This design comes from an exercise in tuning for small area, a short achievable clock period and few clock cycles per item on the open sky130 flow, not from production work.
RTL that was checked went through simulation tests only; none was proved equivalent to the original.

==> flow/design.v (excerpt) <==
module verilog_multiplier(clk, rst, ready, op1, op2, res, done);
    input wire clk, rst;
    input wire ready;
    input wire [31:0] op1, op2;
    output wire [31:0] res;
    output reg done;
    localparam IDLE = 2'd0, R0 = 2'd1, LSH = 2'd2, RSH = 2'd3;
    reg [1:0] st;
    reg [47:0] S;
    reg [47:16] C;
    reg        ccl;
    reg [9:0]  E;        
    reg        sgn, fnan, fz, fpay;
    reg        rndr;     
    reg [21:0] pay;      
    wire e1z = (op1[30:23] == 8'd0);
    wire e2z = (op2[30:23] == 8'd0);
    wire e1f = (op1[30:23] == 8'hff);
    wire e2f = (op2[30:23] == 8'hff);
    wire f1z = (op1[22:0] == 23'd0);
    wire f2z = (op2[22:0] == 23'd0);
    wire zero1 = e1z & f1z, zero2 = e2z & f2z;
    wire inf1 = e1f & f1z, inf2 = e2f & f2z;
    wire nan1 = e1f & ~f1z, nan2 = e2f & ~f2z;
    wire qnan = (zero1 & inf2) | (inf1 & zero2);
    wire nanx = ~qnan & (nan1 | nan2);           
    wire zerox = ~(e1f | e2f) & (zero1 | zero2);  
    wire infx = qnan | (~nan1 & ~nan2 & ~zero1 & ~zero2 & (inf1 | inf2));
    wire special = zero1 | zero2 | e1f | e2f;
    wire [8:0] esum = {1'b0, op1[30:24], op1[23] | e1z} + {1'b0, op2[30:24], op2[23] | e2z};
    wire [9:0] e_in = {1'b0, esum} - 10'd127;
    wire fast = special | (~e1z & ~e2z & (esum >= 9'd128));
    wire [23:0] a = {~e1z, op1[22:0]};
    wire [23:0] b = {~e2z, op2[22:0]};
    wire [47:0] tree_s, tree_c;
    wire [15:0] t_lo;
    wire t_cl;
    wire [47:23] t_ha;
    wire [46:23] t_hb;
    wire idle = (st == IDLE);    
    wire rnd;
  ...
clock: 8.0 ns
lec_check: 0
cap_margin: 20
core_margin: 2
core_utilization: 60
gpl_routability_driven: 0
setup_slack_margin: 2.0
slew_margin: 20
standard.sh (not shown) runs the stock make flow with config.mk's settings and CLKGATE_MAP_FILE= SYNTH_SCRIPT=/design/flow/synth_recipe.tcl, a recipe that flattens the netlist after the stock synthesis.
==> flow/flow/run.sh <==
#!/bin/bash
# Own flow: the standard layout, except that synthesis runs Yosys's fine
# stage without its early "abc -fast", so that extract_fa finds the design's
# full adders as written (no inverter between adders). The standard synthesis
# runs first; its register names are given to the own netlist's registers,
# and the standard netlist is used as it is if the registers do not match.
set -uo pipefail
W=$(pwd)
R=$W/orfs/results/$FLOW_PLATFORM/verilog_multiplier/base
bash standard.sh synth > log_standard_synth.txt 2>&1 || exit 1
cp "$R/1_2_yosys.v" "$W/ref_1_2_yosys.v"
sed '1s/.*/proc synth {args} { if {[lsearch -glob $args "fine:*"] >= 0} { yosys synth -nofsm -noshare -noabc {*}$args } else { yosys synth -nofsm -noshare {*}$args } }/' synth_recipe.tcl > own_synth.tcl
sed "s|SYNTH_SCRIPT=[^ ]*|SYNTH_SCRIPT=$W/own_synth.tcl|" standard.sh > own_standard.sh
if bash own_standard.sh do-yosys > log_own_synth.txt 2>&1 \
   && python3 flow/rename.py "$W/ref_1_2_yosys.v" "$R/1_2_yosys.v" "$W/own_1_2_yosys.v" > log_rename.txt 2>&1; then
  cp "$W/own_1_2_yosys.v" "$R/1_2_yosys.v"
  echo "own synthesis used" >> log_rename.txt
else
  cp "$W/ref_1_2_yosys.v" "$R/1_2_yosys.v"
  echo "standard synthesis used" >> log_rename.txt
fi
rm -f "$R/1_synth.odb" "$R/1_synth.sdc"
bash standard.sh "BUFFER_PORTS_ARGS=-buffer_cell sky130_fd_sc_hd__buf_2" finish > log_standard_finish.txt 2>&1
Other scripts of this flow, unchanged in this note and not shown: flow/flow/rename.py
Testbench counts at the start, summed over its fixed seeds: cycles 6,400, items 3,200.
==> next run, changes <==
--- a/flow/flow/run.sh
+++ b/flow/flow/run.sh
@@ -21,3 +21,3 @@
 fi
 rm -f "$R/1_synth.odb" "$R/1_synth.sdc"
-bash standard.sh "BUFFER_PORTS_ARGS=-buffer_cell sky130_fd_sc_hd__buf_2" finish > log_standard_finish.txt 2>&1
+bash standard.sh "BUFFER_PORTS_ARGS=-buffer_cell sky130_fd_sc_hd__buf_4" finish > log_standard_finish.txt 2>&1
- GPL_ROUTABILITY_DRIVEN: 0 -> not set
- SETUP_SLACK_MARGIN: 2.0 -> 2.25
After rerunning: The changed run completed with no timing, DRC or antenna violations; fmax came out higher by 3.6%; worst setup slack improved by 0.21 ns; cell area climbs by 2.8%.
==> next run, changes <==
--- a/flow/flow/run.sh
+++ b/flow/flow/run.sh
@@ -21,3 +21,3 @@
 fi
 rm -f "$R/1_synth.odb" "$R/1_synth.sdc"
-bash standard.sh "BUFFER_PORTS_ARGS=-buffer_cell sky130_fd_sc_hd__buf_4" finish > log_standard_finish.txt 2>&1
+bash standard.sh "BUFFER_PORTS_ARGS=-buffer_cell sky130_fd_sc_hd__buf_2" finish > log_standard_finish.txt 2>&1
- CTS_BUF_LIST: not set -> sky130_fd_sc_hd__clkbuf_4 sky130_fd_sc_hd__clkbuf_8
- TNS_END_PERCENT: not set -> 20
The changed run completed without violations.
Setup slack improved by 0.010 ns.
Flip-flop and latch count is unchanged.
Die area stays the same.
Global-route usage hardly moves.
Sequential share of layout area is higher by 0.18 points.
Routed wire length barely changes.
Critical path depth stays the same.
==> next run, changes <==
- CTS_BUF_LIST: sky130_fd_sc_hd__clkbuf_4 sky130_fd_sc_hd__clkbuf_8 -> not set
- TNS_END_PERCENT: 20 -> not set
=> The changed run ran to the end with no violations; global-route usage climbs by 0.27 points; register-to-register slack degrades by 0.06 ns; hold slack degrades by 0.0073 ns.


Another version of the RTL of verilog_multiplier (not shown whole).
Size: about 1600 cells after synthesis, about 94 flip-flops, ~100 I/O pins, roughly 14000 µm² of cells after synthesis.
clock: 8.0 ns
lec_check: 0
abc_clock_period_in_ps: 3500
cap_margin: 20
core_margin: 2
core_utilization: 40
setup_slack_margin: 4.5
slew_margin: 20
run.sh (not shown) runs the stock make flow with config.mk's settings and CLKGATE_MAP_FILE= SYNTH_SCRIPT=/design/flow/synth_recipe.tcl, a recipe that flattens the netlist after the stock synthesis.
Stock flow here: none of the scripts above is used.
The baseline went through all stages and came out clean.
Testbench counts at the start, summed over its fixed seeds: cycles 16,000, items 3,200.
Then changed:
--- a/flow/config.mk
+++ b/flow/config.mk
@@ -8 +7,0 @@
-export ABC_CLOCK_PERIOD_IN_PS = 3500
@@ -12 +10,0 @@
-export SETUP_SLACK_MARGIN = 4.5
Result:
- worst setup slack gets worse by 1200 ps
- critical path depth falls by 1
- sequential cell count stays the same
- design area falls by about a fifth
- final cell count falls by a few percent
- die area does not change
Then changed:
--- a/flow/config.mk
+++ b/flow/config.mk
@@ -7,0 +8 @@
+export ABC_CLOCK_PERIOD_IN_PS = 3000
After rerunning: Clock skew stays the same. Clock-buffer cell count does not change. Final cell count does not change. Non-clock buffer count stays the same. Routed wire length does not change. Hold slack is unchanged. Die area stays the same. Setup slack is unchanged. First-iteration DRC count does not change.


== v20 ==
verilog_multiplier with an RTL version that a note above also has.
For scale: ~2300 cells after synthesis, roughly 100 I/O pins, about 23000 um^2 of cells after synthesis.
clock: 8.0 ns
lec_check: 0
cap_margin: 20
core_margin: 2
core_utilization: 40
setup_slack_margin: 1.5
slew_margin: 20
standard.sh (not shown) runs the stock make flow with config.mk's settings and CLKGATE_MAP_FILE= SYNTH_SCRIPT=/design/flow/synth_recipe.tcl, a recipe that flattens the netlist after the stock synthesis.
==> flow/flow/run.sh <==
#!/bin/bash
# Own flow: the standard layout, except that synthesis runs Yosys's fine
# stage without its early "abc -fast", so that extract_fa finds the design's
# full adders as written (no inverter between adders). The standard synthesis
# runs first; its register names are given to the own netlist's registers,
# and the standard netlist is used as it is if the registers do not match.
set -uo pipefail
W=$(pwd)
R=$W/orfs/results/$FLOW_PLATFORM/verilog_multiplier/base
bash standard.sh synth > log_standard_synth.txt 2>&1 || exit 1
cp "$R/1_2_yosys.v" "$W/ref_1_2_yosys.v"
sed '1s/.*/proc synth {args} { if {[lsearch -glob $args "fine:*"] >= 0} { yosys synth -nofsm -noshare -noabc {*}$args } else { yosys synth -nofsm -noshare {*}$args } }/' synth_recipe.tcl > own_synth.tcl
sed "s|SYNTH_SCRIPT=[^ ]*|SYNTH_SCRIPT=$W/own_synth.tcl|" standard.sh > own_standard.sh
if bash own_standard.sh do-yosys > log_own_synth.txt 2>&1 \
   && python3 flow/rename.py "$W/ref_1_2_yosys.v" "$R/1_2_yosys.v" "$W/own_1_2_yosys.v" > log_rename.txt 2>&1; then
  cp "$W/own_1_2_yosys.v" "$R/1_2_yosys.v"
  echo "own synthesis used" >> log_rename.txt
else
  cp "$W/ref_1_2_yosys.v" "$R/1_2_yosys.v"
  echo "standard synthesis used" >> log_rename.txt
fi
rm -f "$R/1_synth.odb" "$R/1_synth.sdc"
bash standard.sh "BUFFER_PORTS_ARGS=-buffer_cell sky130_fd_sc_hd__buf_4" finish > log_standard_finish.txt 2>&1
Other scripts of this flow, unchanged in this note and not shown: flow/flow/rename.py
v20 closes out successfully: all stages finished, all timing, DRC and antenna checks passed.
Testbench counts of v20, summed over its fixed seeds: cycles 6,400, items 3,200.
Input-level comparison between v42 and v20:
Settings: a change of CORE_UTILIZATION from 40 to 60.
From v20 to v42 the numbers moved as follows: via count of the routed design +1.9%.
Average wire per cell in the routed design for v42 is higher than for v20.
[diff] design area, v42 relative to v20: improvement
Portion of the layout cell area used by clock cells (lower): v42
Changes in v32 relative to v42:
Settings: SETUP_SLACK_MARGIN now 2.0, was 1.5; CORE_UTILIZATION now 40, was 60.
Findings:
- Against v42, v32 comes in 7.8 ps lower on final worst hold slack.
- Per the comparison of v32 with v42, depth of the critical timing path with buffers and inverters included shrank by 3; total global routing track utilization shrank by 13 points; portion of the layout cell area used by clock cells held steady.
Input-level comparison between v57 and v32:
Settings: SETUP_SLACK_MARGIN: 2.0 -> 2.5; CORE_UTILIZATION: 40 -> 60.
The higher average via count per standard cell came out of v57.
Per the comparison of v57 with v32, cell count of the worst reg-to-reg path rose by 1; number of standard-cell rows in the floorplan down 18%; floorplan die area down 19000 um^2; final RePlAce weighted congestion -0.37%.
Comparing v32 and v57, height of the die is lower on v57.
Count of multi-input combinational gates: v32 vs v57, no meaningful difference
v32 → v57: setup slack after layout up 360 ps; share of synthesized cell area in and, or, nand and nor gates flat.
diff inputs: v57 => v9
Settings: SETUP_SLACK_MARGIN: 2.5 -> 2.0.
==> run notes <==
v57 completed; timing, DRC and antenna clean
Every stage of the flow completed for v9, and the final layout passed the timing, DRC and antenna checks.
v9 has sequential share of layout area above what v57 had.
v9 vs. v57: post-route worst setup slack moved down, post-detailed-routing wire length moved down.


== tundra ==
Another version of the RTL of verilog_multiplier (not shown whole).
Size: roughly 3100 cells after synthesis, roughly 110 flip-flops, about 26000 sq um of cells after synthesis.
Design verilog_multiplier, start of the top module:
module verilog_multiplier(clk, rst, ready, op1, op2, res, done);
    input wire clk, rst;
    input wire ready;
    input wire [31:0] op1, op2;
    output wire [31:0] res;
    output reg done;
    localparam IDLE = 2'd0, R0 = 2'd1, LSH = 2'd2, RSH = 2'd3;
    reg [1:0] st;
    reg [47:0] S, C;     
    reg [9:0]  E;        
    reg        sgn, fnan, fz, nornd;
    wire e1z = (op1[30:23] == 8'd0);
    wire e2z = (op2[30:23] == 8'd0);
    wire e1f = (op1[30:23] == 8'hff);
    wire e2f = (op2[30:23] == 8'hff);
    wire f1z = (op1[22:0] == 23'd0);
    wire f2z = (op2[22:0] == 23'd0);
    wire zero1 = e1z & f1z, zero2 = e2z & f2z;
    wire inf1 = e1f & f1z, inf2 = e2f & f2z;
    wire nan1 = e1f & ~f1z, nan2 = e2f & ~f2z;
    wire qnan = (zero1 & inf2) | (inf1 & zero2);
    wire nanx = ~qnan & (nan1 | nan2);           
    wire zerox = ~(e1f | e2f) & (zero1 | zero2);  
    wire infx = qnan | (~nan1 & ~nan2 & ~zero1 & ~zero2 & (inf1 | inf2));
    wire special = zero1 | zero2 | e1f | e2f;
    wire [8:0] esum = {1'b0, op1[30:24], op1[23] | e1z} + {1'b0, op2[30:24], op2[23] | e2z};
    wire [9:0] e_in = {1'b0, esum} - 10'd127;
    wire fast = special | (~e1z & ~e2z & (esum >= 9'd128));
  ...
make LEC_CHECK=0 CAP_MARGIN=20 CORE_MARGIN=2 CORE_UTILIZATION=40 SLEW_MARGIN=20 finish   # period 8.0 ns
run.sh (not shown) runs the stock make flow with config.mk's settings and CLKGATE_MAP_FILE= SYNTH_SCRIPT=/design/flow/synth_recipe.tcl, a recipe that flattens the netlist after the stock synthesis.
Stock flow here: none of the scripts above is used.
For yarrow, these inputs were changed with respect to tundra:
- SETUP_SLACK_MARGIN now 3.0, previously not set
Findings:
- Looking at post-route minimum period, yarrow sits below tundra.
- Delta (yarrow minus tundra): cell area after placement up about 2.4%, worst setup slack for register-to-register paths flat, mean number of vias per cell flat.
- [yarrow vs tundra] critical-path maximum fanout: lower in yarrow
- yarrow ended up with res[21] as its worst setup path endpoint; tundra ended up with res[22].
- Wire length on met3 was lower in the run labelled tundra.
- The flow did not stop early for yarrow: all stages ran, and the layout cleared the timing, DRC and antenna checks.
- Every stage of the flow completed for tundra, and the final layout passed the timing, DRC and antenna checks.
No run of this note included a check of the RTL's function; only the layout flow was run.


RTL: one of the versions met above, not the one the previous note started from.
Size: about 100 I/O pins, roughly 23,000 um^2 of cells after synthesis.
clock: 8.0 ns
lec_check: 0
cap_margin: 20
core_margin: 2
core_utilization: 60
place_density: 0.8
setup_slack_margin: 2.0
slew_margin: 20
standard.sh (not shown) runs the stock make flow with config.mk's settings and CLKGATE_MAP_FILE= SYNTH_SCRIPT=/design/flow/synth_recipe.tcl, a recipe that flattens the netlist after the stock synthesis.
==> flow/flow/run.sh <==
#!/bin/bash
# Own flow: the standard layout, except that synthesis runs Yosys's fine
# stage without its early "abc -fast", so that extract_fa finds the design's
# full adders as written (no inverter between adders). The standard synthesis
# runs first; its register names are given to the own netlist's registers,
# and the standard netlist is used as it is if the registers do not match.
set -uo pipefail
W=$(pwd)
R=$W/orfs/results/$FLOW_PLATFORM/verilog_multiplier/base
bash standard.sh synth > log_standard_synth.txt 2>&1 || exit 1
cp "$R/1_2_yosys.v" "$W/ref_1_2_yosys.v"
sed '1s/.*/proc synth {args} { if {[lsearch -glob $args "fine:*"] >= 0} { yosys synth -nofsm -noshare -noabc {*}$args } else { yosys synth -nofsm -noshare {*}$args } }/' synth_recipe.tcl > own_synth.tcl
sed "s|SYNTH_SCRIPT=[^ ]*|SYNTH_SCRIPT=$W/own_synth.tcl|" standard.sh > own_standard.sh
if bash own_standard.sh do-yosys > log_own_synth.txt 2>&1 \
   && python3 flow/rename.py "$W/ref_1_2_yosys.v" "$R/1_2_yosys.v" "$W/own_1_2_yosys.v" > log_rename.txt 2>&1; then
  cp "$W/own_1_2_yosys.v" "$R/1_2_yosys.v"
  echo "own synthesis used" >> log_rename.txt
else
  cp "$W/ref_1_2_yosys.v" "$R/1_2_yosys.v"
  echo "standard synthesis used" >> log_rename.txt
fi
rm -f "$R/1_synth.odb" "$R/1_synth.sdc"
bash standard.sh "BUFFER_PORTS_ARGS=-buffer_cell sky130_fd_sc_hd__buf_2" finish > log_standard_finish.txt 2>&1
Other scripts of this flow, unchanged in this note and not shown: flow/flow/rename.py
Testbench counts at the start, summed over its fixed seeds: cycles 6,400, items 3,200.
==> next run, changes <==
- PLACE_DENSITY: 0.8 -> not set
- SETUP_SLACK_MARGIN: 2.0 -> 2.25
- TNS_END_PERCENT: not set -> 20
What happened:
- count of clock-buffer cells in the layout falls by 2
- design area rises by 1.9%
- via count falls by 1.2%
==> next run, changes <==
- SETUP_SLACK_MARGIN: 2.25 -> 2.3
- TNS_END_PERCENT: 20 -> 5
Hold slack hardly moves.
Cell area barely changes.
Setup slack loses 0.029 ns.
Non-clock buffer count went down by 4.
==> next run, changes <==
--- a/flow/flow/run.sh
+++ b/flow/flow/run.sh
@@ -22,2 +22,2 @@
 rm -f "$R/1_synth.odb" "$R/1_synth.sdc"
-bash standard.sh "BUFFER_PORTS_ARGS=-buffer_cell sky130_fd_sc_hd__buf_2" finish > log_standard_finish.txt 2>&1
+bash standard.sh "BUFFER_PORTS_ARGS=-buffer_cell sky130_fd_sc_hd__buf_4" finish > log_standard_finish.txt 2>&1
- CTS_CLUSTER_DIAMETER: not set -> 100
- CTS_CLUSTER_SIZE: not set -> 40
- SETUP_SLACK_MARGIN: 2.3 -> 2.0
- TNS_END_PERCENT: 5 -> not set
What happened: The changed run produced a clean layout. Critical path depth stays the same. Final area came out lower slightly. Count of clock-buffer cells in the layout is lower by 2. Hold slack is worse by 0.0078 ns. Wire length grows slightly. Area after synthesis is unchanged. Global-route usage is higher by 0.29 points.
==> next run, changes <==
- CORE_UTILIZATION: 60 -> 70
- CTS_CLUSTER_DIAMETER: 100 -> not set
- CTS_CLUSTER_SIZE: 40 -> not set
What happened: The changed run completed without violations; final area stays flat; count of clock-buffer cells in the layout does not change; wire length goes down by 2.0%.

static timing again, ports no longer ideal:
The results above use ideal ports. As a check the final layouts listed here were re-extracted and re-timed, cells and wires unchanged.
Step 1 assumes that a clkbuf_16 drives the clock port and a buf_2 every other input.
Step 2 moves the port delays by t, midway between the first and last clock arrival at a register: inputs arrive t later, outputs are due t later. That takes back most of the time a late clock gives input paths.
Three values: ideal, step 1, step 2; two values: the first two.
run	shift t [ns]	setup slack, ns	worst setup path after step 2
the first run of note 1	0.471	2.094 / 2.123 / 1.652	input to register
the second run of note 1	0.472	2.299 / 2.322 / 1.850	input to register
the third run of note 1	0.509	2.309 / 2.320 / 1.828	input to register
the fourth run of note 1	0.473	2.328 / 2.352 / 1.879	input to register
the first run of note 2	0.413	2.362 / 2.312 / 2.726	register to output
the second run of note 2	0.414	1.205 / 1.157 / 1.572	register to output
the third run of note 2	0.414	1.205 / 1.157 / 1.572	register to output
v20	0.483	1.800 / 1.770 / 1.387	input to register
v42	0.488	1.869 / 1.845 / 1.418	input to register
v32	0.479	2.127 / 2.121 / 1.672	input to register
v57	0.482	2.485 / 2.378 / 1.896	input to register
v9	0.473	2.148 / 2.161 / 1.701	input to register
tundra	0.420	0.343 / 0.295 / 0.489	input to register
yarrow	0.425	1.172 / 1.116 / 1.541	register to output
the first run of note 5	0.466	2.116 / 2.140 / 1.675	input to register
the second run of note 5	0.478	2.324 / 2.333 / 1.873	input to register
the third run of note 5	0.480	2.295 / 2.313 / 1.833	input to register
the fourth run of note 5	0.473	2.148 / 2.161 / 1.701	input to register
the fifth run of note 5	0.484	2.171 / 2.130 / 1.714	input to register
After both steps setup and hold are still met in every run listed. For v57, which loses most, drivers alone change the setup slack by -0.107 ns; drivers and shift together by -0.589 ns.
